Background: an optimization exercise with open tools, aiming at small area and a short achievable clock period. Do not read the settings as production practice. RTL that was checked went through simulation tests only; none was proved equivalent to the original. No activity file was given, so power comes from the tool's default toggle rates.

== JK ==
## matrix_dot_4x4
module matrix_dot_4x4 (
    input clk,
    input reset,
    input [7:0] A_in_0, A_in_1, A_in_2, A_in_3,
    input [7:0] B_in_0, B_in_1, B_in_2, B_in_3,
    output [31:0] C_out_00, C_out_01, C_out_02, C_out_03,
    output [31:0] C_out_10, C_out_11, C_out_12, C_out_13,
    output [31:0] C_out_20, C_out_21, C_out_22, C_out_23,
    output [31:0] C_out_30, C_out_31, C_out_32, C_out_33
);
==> flow/config.mk <==
export PLATFORM = sky130hd
export DESIGN_NAME = matrix_dot_4x4
export DESIGN_NICKNAME = matrix_dot_4x4
export VERILOG_FILES = /design/flow/design.v
export SDC_FILE = /design/flow/constraint.sdc
export NUM_CORES = 4
export LEC_CHECK = 0
export CAP_MARGIN = 5
export CORE_MARGIN = 2
export CORE_UTILIZATION = 46
export CTS_CLUSTER_DIAMETER = 120
export CTS_CLUSTER_SIZE = 24
export SETUP_SLACK_MARGIN = 2.6
export SLEW_MARGIN = 5
export SYNTH_HIERARCHICAL = 1
export TNS_END_PERCENT = 20
==> flow/constraint.sdc <==
create_clock -name core_clock -period 5.0 [get_ports {clk}]
set_input_delay 1.0000 -clock core_clock [delete_from_list [all_inputs] [get_ports {clk}]]
set_output_delay 1.0000 -clock core_clock [all_outputs]
set_load 0.01 [all_outputs]
standard.sh (not shown) runs the stock make flow with config.mk's settings and CLKGATE_MAP_FILE= SYNTH_SCRIPT=/design/flow/synth_recipe.tcl, a recipe that flattens the netlist after the stock synthesis.
==> flow/flow/run.sh <==
#!/bin/bash
# Layout flow: the standard layout (standard.sh), with the port buffers
# made of plain buffers instead of the delay-cell footprint buffer_ports picks
# by default. Every tool's output goes to standard.log in this folder.
set -euo pipefail
export BUFFER_PORTS_ARGS="-buffer_cell sky130_fd_sc_hd__buf_2"
bash standard.sh finish > standard.log 2>&1
[inputs] MS vs JK
Settings: swapping 5 for 0 in SLEW_MARGIN; swapping 5 for 0 in CAP_MARGIN; swapping 20 for 5 in TNS_END_PERCENT; swapping 46 for 40 in CORE_UTILIZATION.
-- flow/flow/run.sh --
<<< JK, line 5
set -euo pipefail
export BUFFER_PORTS_ARGS="-buffer_cell sky130_fd_sc_hd__buf_2"
bash standard.sh finish > standard.log 2>&1
>>> MS, line 5
set -euo pipefail
export BUFFER_PORTS_ARGS="-buffer_cell sky130_fd_sc_hd__buf_1"
bash standard.sh finish > standard.log 2>&1
==> comparison <==
As of MS, area taken by multi-input logic gates had fallen slightly compared to JK.
Compared with JK, MS has less setup slack.
The share of cell area taken by flip-flops and latches of MS exceeds that of JK by 0.40 points.
Looking at JK and MS, the post-route met1 wirelength is a wash.
Of MS and JK, it is MS that has the higher wire length.
The tapcell count in MS is 1.16 times that in JK.
Post-route clock period utilization: JK and MS compared, higher one is MS
MS vs. JK: routed length on met2 went up by 1900 um; wire length of the first global-routing pass saw an increase; total clock network power rose by about 2%; global-route met1 utilization fell by 3.1 points.
MS completed; timing, DRC and antenna clean
The following lists how AL was set up differently from MS:
Settings: a change of CORE_UTILIZATION from 40 to 46.
-- flow/flow/run.sh --
<<< MS, line 5
set -euo pipefail
export BUFFER_PORTS_ARGS="-buffer_cell sky130_fd_sc_hd__buf_1"
bash standard.sh finish > standard.log 2>&1
>>> AL, line 5
set -euo pipefail
export BUFFER_PORTS_ARGS="-buffer_cell sky130_fd_sc_hd__buf_2"
bash standard.sh finish > standard.log 2>&1
[summary]
- Looking at endpoint of the most critical setup path, the m10[14]$_DFF_P_ result is from MS; the q13[17]$_DFF_P_ one comes from AL.
- Compared with MS, AL shows number of diodes added for antenna fixing lower by 3.
- Diff MS -> AL: total power increased 0.57 mW, final area essentially unchanged, total routed wirelength decreased about 2.4%.
- Summary of AL over MS: largest vdd supply drop fell by 26%, inverter count of the layout excluding clock inverters stayed essentially flat.
- AL completed end to end with timing, DRC and antenna clean.
- MS → AL: number of placement rows decreased by 10 relative to the old numbers, fmax went up 0.71%, synthesis-to-finish area growth climbed 0.25 points.
[inputs] TR vs AL
Settings: an added ABC_AREA of 1; a change of CORE_UTILIZATION from 46 to 40.
--- outcome ---
TR against AL: final design area excluding fillers has increased; antenna diode count has decreased; timing-limited maximum frequency has increased; end-of-flow core utilization has decreased; critical path arrival has decreased. Going from AL to TR, the layout overhead on the synthesized area was found to have gone down by 0.26 points. Of TR and AL, it is TR that has the higher share of power burned in the clock network. The higher worst setup slack of AL and TR is in TR. TR — multi-input gate share of the layout cell area 1.7 points lower, AL as reference. Taking AL as the reference point, the mux share of post-synthesis cell area of TR falls by 1.3 points. First-iteration DRC count, TR vs AL: down by more than half.

* * *

Another version of the RTL of matrix_dot_4x4 (not shown whole).
Size in the first run: roughly 5,600 cells after synthesis, ~580 I/O pins.
Settings: LEC_CHECK=0, CAP_MARGIN=20, CORE_MARGIN=2, CORE_UTILIZATION=40, SLEW_MARGIN=20, SYNTH_HIERARCHICAL=1; clock period 5.0 ns.
run.sh (not shown) runs the stock make flow with config.mk's settings and CLKGATE_MAP_FILE= SYNTH_SCRIPT=/design/flow/synth_recipe.tcl, a recipe that flattens the netlist after the stock synthesis.
Stock flow here: none of the scripts above is used.
==> next run, changes <==
SETUP_SLACK_MARGIN = 2.0   (was default)
The changed run finished clean.
Sequential cell count does not change.
Global-route usage rose by 1.6 points.
Sequential power barely changes.
Critical path depth does not change.
Routed wire length grows by 10%.
Hold slack is about the same.
Clock-buffer cell count goes up by 4.
Synthesized cell count is unchanged.
==> next run, changes <==
ABC_CLOCK_PERIOD_IN_PS = 2500   (was default)
Via count stays the same.
Cell area stays the same.
Cell count does not change.
Fmax does not change.
Area after synthesis stays the same.
Worst setup slack does not change.
Total power stays the same.
Combinational power hardly moves.
Routed wire length stays the same.
Worst hold slack does not change.
Clock skew stays the same.
Function was not checked in any run of this note: the RTL went through the layout flow alone.

* * *

RTL: one of the versions met above, not the one the previous note started from.
For scale: about 1100 flip-flops, ~580 I/O pins, ~57000 um2 of cells after synthesis.
==> flow/design.v (excerpt) <==
module matrix_dot_4x4 (
    input clk,
    input reset,
    input [7:0] A_in_0, A_in_1, A_in_2, A_in_3,
    input [7:0] B_in_0, B_in_1, B_in_2, B_in_3,
    output [31:0] C_out_00, C_out_01, C_out_02, C_out_03,
    output [31:0] C_out_10, C_out_11, C_out_12, C_out_13,
    output [31:0] C_out_20, C_out_21, C_out_22, C_out_23,
    output [31:0] C_out_30, C_out_31, C_out_32, C_out_33
);
clock: 5.0 ns
lec_check: 0
cap_margin: 0
core_margin: 2
core_utilization: 40
cts_cluster_diameter: 135
cts_cluster_size: 27
setup_slack_margin: 2.6
slew_margin: 0
synth_hierarchical: 1
tns_end_percent: 5
standard.sh (not shown) runs the stock make flow with config.mk's settings and CLKGATE_MAP_FILE= SYNTH_SCRIPT=/design/flow/synth_recipe.tcl, a recipe that flattens the netlist after the stock synthesis.
==> flow/flow/run.sh <==
#!/bin/bash
# Layout flow: the standard layout (standard.sh), with the port buffers
# made of plain buffers instead of the delay-cell footprint buffer_ports picks
# by default. Every tool's output goes to standard.log in this folder.
set -euo pipefail
export BUFFER_PORTS_ARGS="-buffer_cell sky130_fd_sc_hd__buf_2"
bash standard.sh finish > standard.log 2>&1
Change:
==> flow/run.sh (new file) <==
#!/bin/bash
# synth_recipe.tcl (not shown) runs the flow's synth.tcl, then flattens the netlist and writes it again
# the make line also repeats each setting of config.mk as NAME=value (left out here)
make -C /OpenROAD-flow-scripts/flow DESIGN_CONFIG=/design/flow/config.mk WORK_HOME=/design/flow/orfs CLKGATE_MAP_FILE= SYNTH_SCRIPT=/design/flow/synth_recipe.tcl finish
Settings changed: CAP_MARGIN 0 to 20, CTS_CLUSTER_DIAMETER 135 to 120, CTS_CLUSTER_SIZE 27 to 24, SLEW_MARGIN 0 to 20, TNS_END_PERCENT 5 to default.
removed: flow/flow/run.sh
removed: flow/standard.sh
What happened: The new run ran to the end with no violations; power is higher by about 10%; synthesized area stays the same; setup slack stays flat; cell area is higher by about 6%; non-clock buffer count is higher by 69.

## re-timing with driven ports
No port has a modelled driver above. Below, the same layouts with a new extraction and two added sets of constraints.
Step 1 (the two cells are an assumption about what drives the block):
set clk [get_ports {clk}]
set_driving_cell -lib_cell sky130_fd_sc_hd__clkbuf_16 $clk
set_driving_cell -lib_cell sky130_fd_sc_hd__buf_2 [delete_from_list [all_inputs] $clk]
Step 2 also shifts input and output timing later by t, the mid clock arrival at the registers, as if the neighbouring blocks saw the same clock.
Three values: no drivers, after step 1, after step 2; two values: the first two.
run | t (ns) | slack for setup (ns) | worst setup path after step 2 | worst slew at a driven data input, ns
JK | 0.748 | 2.478 / 2.478 / 1.842 | input to register | 0.15
MS | 0.749 | 2.399 / 2.376 / 1.627 | input to register | 0.15
AL | 0.736 | 2.418 / 2.418 / 1.812 | input to register | 0.18
TR | 0.759 | 2.547 / 2.463 / 1.776 | input to register | 0.17
the first run of note 2 | 0.744 | 0.930 / 0.930 / 0.676 | input to register | 0.05
the second run of note 2 | 0.746 | 1.645 / 1.645 / 1.328 | input to register | 0.10
the third run of note 2 | 0.746 | 1.645 / 1.645 / 1.328 | input to register | 0.10
the first run of note 3 | 0.738 | 2.467 / 2.467 / 1.836 | input to register | 0.15
the second run of note 3 | 0.754 | 2.467 / 2.467 / 1.761 | input to register | 0.16
After both steps setup and hold are still met in every run listed. For MS, which loses most, drivers alone change the setup slack by -0.023 ns; drivers and shift together by -0.772 ns.
